What follows belongs to an exercise in optimizing a design on an open flow for small area, a short achievable clock period and few clock cycles; a production flow would make more cautious choices. At most, simulation tests tie the RTL to the original design; equivalence was not proved. No functional check of the RTL was part of run 1.

==> flow/design.v (outline; a module is shown in full before it is edited, if it fits) <==
// module comp2_gt: 11 lines
// module Conv1d: 5329 lines
// module csa_fa: 4 lines
// module csa_ha: 4 lines
// module booth_sel: 3 lines
// module add33: 3 lines
// module layer_1: 215 lines
module layer_1
    (
        input         clk,
        input         RSTn,
        input         i_EN_w,
        input         i_EN_c,
        output        o_busy,
        input  [31:0] i_data,
        input         i_stb_in,
        output        o_ack_in,
        output [63:0] o_data,
        output        o_stb_out,
        input         i_ack_out
    );
  // ...
==> flow/flow/run.sh <==
#!/bin/bash
# Standard synthesis; every combinational cell resized to its smallest drive
# strength; then the standard layout, with repair_timing aiming at a setup slack
# margin so that the critical paths are sized for the period the design can reach.
set -uo pipefail
bash standard.sh synth > synth.log 2>&1 || exit 1
DS_ODB=orfs/results/sky130hd/layer_1/base/1_synth.odb openroad -no_init -exit flow/downsize.tcl > downsize.log 2>&1 || exit 1
bash standard.sh finish SETUP_SLACK_MARGIN=8.0 > layout.log 2>&1 || exit 1
==> flow/flow/downsize.tcl <==
# Resize every combinational cell of the synthesized netlist to the smallest
# drive strength of its family; timing repair later upsizes where needed.
# Flip-flops, clock cells and physical cells are left alone.
set db [ord::get_db]
read_db $::env(DS_ODB)
set block [[$db getChip] getBlock]
set fam [dict create]
foreach lib [$db getLibs] {
  foreach m [$lib getMasters] {
    set n [$m getName]
    if {![regexp {^(sky130_fd_sc_hd__[a-z0-9]+)_([0-9]+)$} $n -> base sz]} { continue }
    if {[string match "*lpflow*" $n] || [string match "*probe*" $n]} { continue }
    dict lappend fam $base $m
  }
}
set skip {df edf sdf dl clk tap fill decap conb sdl lpflow probe diode ebuf einv bufbuf}
set nsw 0
set saved 0
foreach inst [$block getInsts] {
  set m [$inst getMaster]
  set n [$m getName]
  if {![regexp {^(sky130_fd_sc_hd__([a-z0-9]+))_([0-9]+)$} $n -> base short sz]} { continue }
  set ok 1
  foreach s $skip { if {[string match "${s}*" $short]} { set ok 0 } }
  if {!$ok} { continue }
  if {![dict exists $fam $base]} { continue }
  set best $m
  set barea [expr {[$m getWidth] * [$m getHeight]}]
  foreach c [dict get $fam $base] {
    set a [expr {[$c getWidth] * [$c getHeight]}]
    if {$a < $barea} { set best $c; set barea $a }
  }
  if {$best ne $m} {
    set old [expr {[$m getWidth] * [$m getHeight]}]
    if {[$inst swapMaster $best]} {
      incr nsw
      set saved [expr {$saved + ($old - $barea) / 1e6}]
    }
  }
}
puts "downsize: swapped $nsw cells, saved [format %.1f $saved] um2"
write_db $::env(DS_ODB)
==> flow/standard.sh <==
#!/bin/bash
# synth_recipe.tcl (not shown) runs the flow's synth.tcl, then flattens the netlist and writes it again
# the make line also repeats each setting of config.mk as NAME=value (left out here)
make -C /OpenROAD-flow-scripts/flow DESIGN_CONFIG=/design/flow/config.mk WORK_HOME=/design/flow/orfs CLKGATE_MAP_FILE= SYNTH_SCRIPT=/design/flow/synth_recipe.tcl "${@:-finish}"
==> flow/config.mk <==
export PLATFORM = sky130hd
export DESIGN_NAME = layer_1
export DESIGN_NICKNAME = layer_1
export VERILOG_FILES = /design/flow/design.v
export SDC_FILE = /design/flow/constraint.sdc
export NUM_CORES = 8
export LEC_CHECK = 0
export CAP_MARGIN = 20
export CORE_MARGIN = 2
export CORE_UTILIZATION = 50
export CTS_BUF_LIST = sky130_fd_sc_hd__clkbuf_16
export CTS_CLUSTER_DIAMETER = 100
export CTS_CLUSTER_SIZE = 24
export SLEW_MARGIN = 20
export SYNTH_HIERARCHICAL = 1
export SYNTH_MINIMUM_KEEP_SIZE = 0
==> flow/constraint.sdc <==
create_clock -name core_clock -period 12.0 [get_ports {clk}]
set_input_delay 2.4000 -clock core_clock [delete_from_list [all_inputs] [get_ports {clk}]]
set_output_delay 2.4000 -clock core_clock [all_outputs]
set_load 0.01 [all_outputs]
==> reports/metrics.cfg, run 1 <==
[status]
status = finished clean

[critical_path]
slowest_delay_ns = 0.45
cp-endpoint = r_ack
crit_buf_inv = 4

[sta]
max_freq_mhz = 249
fin_skew_ns = 0.0419
period_minus_slack_ns = 4.01
setup_viol = 0
rsz0062_at_grt = no

[layout]
drive_gt1_frac = 0.0842
multi_input_gates = 6483
n_clock_buffer = 81
regArea_um2 = 34500

[route]
wl_met2_um = 157000
met1_length_um = 132000
drtPass1Iterations = 7

[placed_design]
port_buffers = 104
pre_cts_ws_ns = 6.56
postPlaceCellArea_um2 = 105000

[global_route]
grt_use_met3 = 0.0890

[synth]
syn_inst = 8300
syn_area_um2 = 98700

==> module layer_1, before the edit <==
module layer_1
    (
        input         clk,
        input         RSTn,
        input         i_EN_w,
        input         i_EN_c,
        output        o_busy,
        input  [31:0] i_data,
        input         i_stb_in,
        output        o_ack_in,
        output [63:0] o_data,
        output        o_stb_out,
        input         i_ack_out
    );
    function [3*17-1:0] benc;
        input [32:0] x;
        input integer n;
        integer i;
        reg b2, b1, b0;
        begin
            benc = 0;
            for (i = 0; i < 17; i = i + 1) begin
                b2 = x[(2*i+1 < n) ? 2*i+1 : n-1];
                b1 = (2*i < n) ? x[2*i] : x[n-1];
                b0 = (i == 0) ? 1'b0 : x[2*i-1];
                benc[i]      = b1 ^ b0;
                benc[17 + i] = (b2 & ~b1 & ~b0) | (~b2 & b1 & b0);
                benc[34 + i] = b2;
            end
        end
    endfunction
    reg r_ph;
    always @(posedge clk or negedge RSTn)
        if (!RSTn) r_ph <= 1'b0;
        else       r_ph <= ~r_ph;
    reg        r_ack;         
    reg        r_busy;        
    reg  [2:0] r_lcnt;        
    reg        r_par;         
    reg  [2:0] r_nout;        
    reg        r_stb;
    reg        r_lv;          
    reg  [2:0] r_lidx;        
    wire xfer    = i_stb_in & r_ack;
    wire ld_word = xfer & (r_busy | i_EN_w);
    wire smp     = xfer & i_EN_c & ~r_busy;
    wire smp_a   = smp & ~r_par;           
    wire pair    = smp &  r_par;           
    wire take    = r_stb & i_ack_out;
    wire [2:0] nout_next = r_nout + pair - take;
    wire par_next = r_par ^ smp;
    function lch;
        input [2:0] k;
        lch = (k == 3'd1) | (k > 3'd4);
    endfunction
    wire do_ld   = r_lv & (r_ph == lch(r_lidx));
    wire lv_next = ld_word | (r_lv & ~do_ld);
    wire [2:0] lidx_next = ld_word ? r_lcnt : r_lidx;
    wire do_ld_next = lv_next & (~r_ph == lch(lidx_next));
    always @(posedge clk or negedge RSTn)
        if (!RSTn) begin
            r_ack  <= 1'b0;
            r_busy <= 1'b0;
            r_lcnt <= 3'd0;
            r_par  <= 1'b0;
            r_nout <= 3'd0;
            r_lv   <= 1'b0;
            r_lidx <= 3'd0;
        end else begin
            r_nout <= nout_next;
            r_par  <= par_next;
            r_lv   <= lv_next;
            r_lidx <= lidx_next;
            r_ack  <= (~par_next | (nout_next != 3'd4)) & (~lv_next | do_ld_next);
            if (i_EN_w)
                r_busy <= 1'b1;
            if (ld_word)
                r_lcnt <= r_lcnt + 3'd1;
            if (do_ld && r_lidx == 3'd7)
                r_busy <= 1'b0;
        end
    assign o_ack_in = r_ack;
    assign o_busy   = r_busy;
    reg [31:0] r_h;
    always @(posedge clk)
        if (ld_word | smp_a)
            r_h <= i_data;
    reg        r_loaded;      
    always @(posedge clk or negedge RSTn)
        if (!RSTn)
            r_loaded <= 1'b0;
        else if (do_ld && r_lidx == 3'd7)
            r_loaded <= 1'b1;
    reg [31:0] r_b_a,  r_b_b;
    reg [31:0] r_w0_a, r_w0_b, r_w2_a, r_w2_b;
    reg [32:0] r_gp_a, r_gp_b, r_gm_a, r_gm_b;
    wire [32:0] h33 = {1'b0, r_h};
    wire        l_bias  = (r_lidx < 3'd2);
    wire        l_first = (r_lidx == 3'd2) | (r_lidx == 3'd5);
    wire        l_last  = (r_lidx == 3'd4) | (r_lidx == 3'd7);
    always @(posedge clk) begin
        r_b_a  <= r_b_b;
        r_w0_a <= r_w0_b;
        r_w2_a <= r_w2_b;
        r_gp_a <= r_gp_b;
        r_gm_a <= r_gm_b;
        r_b_b  <= (do_ld & l_bias)  ? r_h : r_b_a;
        r_w0_b <= (do_ld & l_first) ? r_h : r_w0_a;
        r_w2_b <= (do_ld & l_last)  ? r_h : r_w2_a;
        r_gp_b <= (do_ld & ~l_bias) ? (l_first ? h33 : opB) : r_gp_a;
        r_gm_b <= (do_ld & ~l_bias) ? (l_first ? h33 : opC) : r_gm_a;
    end
    reg [31:0] r_p0, r_p1;         
    reg [31:0] r_x3;               
    reg        r_pend;             
    always @(posedge clk)
        if (pair)
            r_x3 <= i_data;
    always @(posedge clk or negedge RSTn)
        if (!RSTn) begin
            r_p0 <= 32'd0;
            r_p1 <= 32'd0;
            r_pend <= 1'b0;
        end else begin
            r_pend <= pair;
            if (r_pend) begin
                r_p0 <= r_h;
                r_p1 <= r_x3;
            end
        end
    wire [31:0] opA = r_p0 - r_h;                       
    wire [32:0] bc_in = r_lv ? r_gp_a : {1'b0, r_p1};
    wire [32:0] cc_in = r_lv ? r_gm_a : {1'b0, r_p1};
    wire [32:0] opB = bc_in + {1'b0, r_h};              
    wire [32:0] opC = {1'b0, r_h} - cc_in;              
    wire [31:0] opD = r_p1 - r_x3;                      
    wire [50:0] eA = benc({1'b0, opA}, 32);
    wire [50:0] eB = benc(opB, 33);
    wire [50:0] eC = benc(opC, 33);
    wire [50:0] eD = benc({1'b0, opD}, 32);
    reg [15:0] r_oneA, r_twoA, r_negA, r_oneD, r_twoD, r_negD;
    reg [16:0] r_oneB, r_twoB, r_negB, r_oneC, r_twoC, r_negC;
    always @(posedge clk)
        if (r_pend) begin
            r_oneA <= eA[15:0];  r_twoA <= eA[32:17]; r_negA <= eA[49:34];
            r_oneB <= eB[16:0];  r_twoB <= eB[33:17]; r_negB <= eB[50:34];
            r_oneC <= eC[16:0];  r_twoC <= eC[33:17]; r_negC <= eC[50:34];
            r_oneD <= eD[15:0];  r_twoD <= eD[32:17]; r_negD <= ~eD[49:34];    
        end
    reg v1, v2, v3, v4, v5;
    always @(posedge clk or negedge RSTn)
        if (!RSTn) begin
            v1 <= 1'b0; v2 <= 1'b0; v3 <= 1'b0; v4 <= 1'b0; v5 <= 1'b0;
        end else begin
            v1 <= r_pend; v2 <= v1; v3 <= v2; v4 <= v3; v5 <= v4;
        end
    wire [32:0] sa0, sa1, sb0, sb1;
    Conv1d mult (
        .clk(clk),
        .oneA(r_oneA), .twoA(r_twoA), .negA(r_negA),
        .oneB(r_oneB), .twoB(r_twoB), .negB(r_negB),
        .oneC(r_oneC), .twoC(r_twoC), .negC(r_negC),
        .oneD(r_oneD), .twoD(r_twoD), .negD(r_negD),
        .Y0(r_w0_a), .YP(r_gp_a), .YM(r_gm_a), .Y2(r_w2_a),
        .BI(r_b_b),                                    
        .SA0(sa0), .SA1(sa1), .SB0(sb0), .SB1(sb1)
    );
    wire [32:0] ua, ub;
    add33 add_a (.a(sa0), .b(sa1), .y(ua));
    add33 add_b (.a(sb0), .b(sb1), .y(ub));
    reg [31:0] r_ra, r_rb;
    always @(posedge clk) begin
        r_ra <= ua[32:1];
        r_rb <= ub[32:1];
    end
    wire ra_gt_rb, oa, ob;
    comp2_gt #(.DW(32)) cmp_ab (.i_a(r_ra), .i_b(r_rb), .o_a_gt_b(ra_gt_rb));
    comp2_gt #(.DW(32)) cmp_oa (.i_a(r_b_b), .i_b(r_ra), .o_a_gt_b(oa));
    comp2_gt #(.DW(32)) cmp_ob (.i_a(r_b_b), .i_b(r_rb), .o_a_gt_b(ob));
    wire a_gt_b = (oa & ~ob) | (~(oa ^ ob) & ra_gt_rb);
    wire [31:0] res = (a_gt_b ? r_ra : r_rb) & {32{r_loaded}};
    reg [31:0] r_hold;             
    always @(posedge clk)
        r_hold <= res;
    wire [63:0] nr = r_ph ? {r_hold, res} : {res, r_hold};
    reg  [1:0] r_wp, r_rp;         
    reg  [1:0] r_cnt;              
    reg [63:0] r_out, r_q0, r_q1, r_q2;
    wire       q_pop  = ~r_stb & (r_cnt != 2'd0);
    wire       q_push = v5 & (r_stb | (r_cnt != 2'd0));
    wire [63:0] q_head = (r_rp == 2'd0) ? r_q0 : (r_rp == 2'd1) ? r_q1 : r_q2;
    always @(posedge clk or negedge RSTn)
        if (!RSTn) begin
            r_stb <= 1'b0;
            r_wp  <= 2'd0;
            r_rp  <= 2'd0;
            r_cnt <= 2'd0;
        end else begin
            r_stb <= r_stb ? ~i_ack_out : ((r_cnt != 2'd0) | v5);
            if (q_push)
                r_wp <= (r_wp == 2'd2) ? 2'd0 : r_wp + 2'd1;
            if (q_pop)
                r_rp <= (r_rp == 2'd2) ? 2'd0 : r_rp + 2'd1;
            r_cnt <= r_cnt + q_push - q_pop;
        end
    always @(posedge clk) begin
        if (!r_stb)
            r_out <= (r_cnt != 2'd0) ? q_head : nr;
        if (q_push && r_wp == 2'd0) r_q0 <= nr;
        if (q_push && r_wp == 2'd1) r_q1 <= nr;
        if (q_push && r_wp == 2'd2) r_q2 <= nr;
    end
    assign o_data    = r_out;
    assign o_stb_out = r_stb;
endmodule
==> run 2: changes to the inputs <==
--- a/flow/design.v
+++ b/flow/design.v
@@ -5415,3 +5415,3 @@
         if (!RSTn) begin
-            r_ack  <= 1'b0;
+            r_ack  <= 1'b1;
             r_busy <= 1'b0;
@@ -5485,4 +5485,4 @@
     wire [31:0] opA = r_p0 - r_h;                       
-    wire [32:0] bc_in = r_lv ? r_gp_a : {1'b0, r_p1};
-    wire [32:0] cc_in = r_lv ? r_gm_a : {1'b0, r_p1};
+    wire [32:0] bc_in = r_busy ? r_gp_a : {1'b0, r_p1};
+    wire [32:0] cc_in = r_busy ? r_gm_a : {1'b0, r_p1};
     wire [32:0] opB = bc_in + {1'b0, r_h};              
--- a/flow/config.mk
+++ b/flow/config.mk
@@ -10,5 +10,2 @@
 export CORE_UTILIZATION = 50
-export CTS_BUF_LIST = sky130_fd_sc_hd__clkbuf_16
-export CTS_CLUSTER_DIAMETER = 100
-export CTS_CLUSTER_SIZE = 24
 export SLEW_MARGIN = 20
==> reports/metrics.cfg, run 2 <==
[synth]
syn_area_um2 = 98500  ; was 98700 µm²
yosysWarnings = 8  ; unchanged
syn_area_per_cell_um2 = 11.9  ; about the same
syn_inst = 8252  ; was 8300

[cts]
cts_sinks = 1438  ; unchanged
cts_root_buf = clkbuf_16  ; unchanged
tritoncts = yes  ; unchanged
clk_pin_slew_ns = 0.07  ; was 0.10 ns
clock_latency_ns = 0.86  ; was 0.77 ns
numCtsBuffers = 160  ; was 81
cts_max_level = 4  ; was 3
cts_max_path_buffers = 3  ; unchanged

[die]
ios = 105  ; unchanged
num_rows = 162  ; was 163
dieWidth_um = 448  ; about the same
coreArea_um2 = 195000  ; was 197000 µm²
die_h_um = 448  ; about the same
dieArea_um2 = 201000  ; about the same
initial_utilization = 0.504  ; was 0.502

[route]
final_antenna_net_count = 0  ; unchanged
drt_iter0_drc = 8943  ; was 9162
drt_wl_total_um = 344000  ; was 351000 µm
drtPass1Iterations = 7  ; unchanged
drc = 0  ; unchanged
dr_total_vias = 72200  ; was 72700
wl_per_cell_um = 30.0  ; was 30.8 µm
viasPerCell = 6.30  ; was 6.38

[run]
max-cap-violations = 0  ; unchanged

[placed_design]
hpwl_um = 253000  ; was 255000 µm
port_buffers = 104  ; unchanged
gp_congestion = 0.996  ; was 1.02
post-place-cells = 11100  ; was 11200

[global_route]
track_usage = 0.343  ; was 0.347
overflow = 0  ; unchanged
grt_pass1_vias = 74200  ; was 73700
grt_max_degree = 102  ; was 81
grt_pass1_wl_um = 499000  ; was 505000 µm
antenna_found_initial = 10  ; was 16

[sta]
slew_viol_final = 0  ; unchanged
final.period_utilization = 0.336  ; was 0.334
fin_skew_ns = 0.0523  ; was 0.0419 ns
worst_pin_slew_ns = 1.24  ; was 1.13 ns
final-hold-violation-count = 0  ; unchanged
max_freq_mhz = 248  ; was 249 MHz
relSlewSlack = 0.162  ; was 0.247
period_minus_slack_ns = 4.03  ; was 4.01 ns
holdWs_ns = 0.292  ; was 0.323 ns
setup_viol = 0  ; unchanged
rsz0062_at_grt = yes  ; was no
tns_ns = 0  ; unchanged

[layout]
final_common_cell = xnor2_1  ; unchanged
instances_no_fill = 11500  ; was 11400
nNetsFinal = 10300  ; was 10200
layout_common_cells = xnor2_1 (1245), fa_1 (1175), a22oi_1 (1156)  ; was xnor2_1 (1244), fa_1 (1176), a22oi_1 (1146)
drive_gt1_frac = 0.0995  ; was 0.0842
area_delta_synth_final_pct = 13.0  ; was 9.78%

[critical_path]
required_ns = 12.56  ; was 12.65 ns
critPathCaptureType = flip-flop  ; unchanged
path_max_fanout = 4  ; was 2
critical_path_class = flip-flop to flip-flop  ; was input port to flip-flop
cp-start-kind = flip-flop  ; was input port
crit_arrival_ns = 4.58  ; was 4.65 ns

[worst_hold_path]
min_path_type = flip-flop to flip-flop  ; unchanged

[status]
status = finished clean  ; unchanged

[run 2: changes by cell type in the layout (fill, tap and decap cells not counted), moves of 21 or more]
cell and change:
inv_1 -48, clkbuf_16 +85, a21oi_1 -21, clkinv_2 +23, clkbuf_1 +36, dlygate4sd2_1 -35
[run 2: path summary, 6_finish.rpt]
check                           depth (start not counted)    endpoint      start  slack (ns)
worst min-delay path                                    0   r_gm_a[1]  r_gm_b[1]        0.29
min in group asynchronous                               1    r_p1[26]       RSTn        1.68
max in group asynchronous                               2        r_ph       RSTn        9.04
worst max register to register                         15  r_oneB[13]     r_busy        7.97
worst max-delay path                                   15  r_oneB[13]     r_busy        7.97
worst min register to register                          0   r_gm_a[1]  r_gm_b[1]        0.29
[run 2: area by class of cell]
cell class	count	area, µm²
fill	16500	84200
multi-input combinational	6450	63500
sequential	1438	34500
clock buffer	219	4540
tap	2624	3280
timing repair buffer	357	3130
clock inverter	75	1180
inverter	296	1130
antenna	5	12.5
[run 2: layer usage]
metal  track usage  part of all wire
met1         0.435              0.38
met2         0.535              0.45
met3        0.0850              0.10
met4         0.196             0.070
met5      0.000488           0.00010
[run 2: per-stage QoR]
step | worst slack (ns) | instance area [µm²] | util
after floorplan | 7.57 | 98900 | -
after global placement | 6.56 | 104000 | 0.533
after detailed placement | 6.49 | 104000 | 0.533
after CTS | 7.95 | 111000 | 0.566
after global routing | 7.87 | 111000 | 0.569
final | 7.97 | 111000 | 0.569
[run 2: timing repair]
item	CTS	global route
pin swaps	14	27
endpoints found under the setup margin	501	260
cloned	3	0
hold buffers	0	0
setup buffers	34	34
gates resized for setup	216	102
[run 2: worst max-delay path, stage by stage (launching register included)]
cell      delay, ns
dfrtp_4        0.51
buf_12         0.18
buf_12         0.14
buf_12         0.12
mux2_2         0.29
ha_4           0.24
o21a_1         0.20
o31a_1         0.14
o211ai_1       0.19
nand4_1        0.22
a31o_1         0.26
a311o_1        0.29
a311o_1        0.36
a221oi_2       0.29
xnor2_2        0.14
xor2_1         0.16
Testbench counts of run 2, summed over its fixed seeds: cycles 6,072.

[separate check: timing with driven ports]
In the flow no input, the clock included, has a driving cell. The finished layouts below were timed again as built, in two steps. Step 1 (the two cells are an assumption about what drives the block):
set clk [get_ports {clk}]
set_driving_cell -lib_cell sky130_fd_sc_hd__clkbuf_16 $clk
set_driving_cell -lib_cell sky130_fd_sc_hd__buf_2 [delete_from_list [all_inputs] $clk]
Step 2 adds t to the input delays and takes it off the output delays; t is the mean of the earliest and latest rising clock arrival at the registers after step 1. Input paths then give back, and output paths get back, about the clock's delay inside the block. a / b / c = ideal ports / drivers / drivers and shift; a / b = the first two.
run	t (ns)	setup slack, ns	worst data-port slew with drivers (ns)
run 1	0.843	7.992 / 7.976 / 7.208	0.12
run 2	0.928	7.972 / 7.910 / 7.239	0.11
After both steps setup and hold are still met in every run listed. For run 1, which loses most, drivers alone change the setup slack by -0.016 ns; drivers and shift together by -0.784 ns.
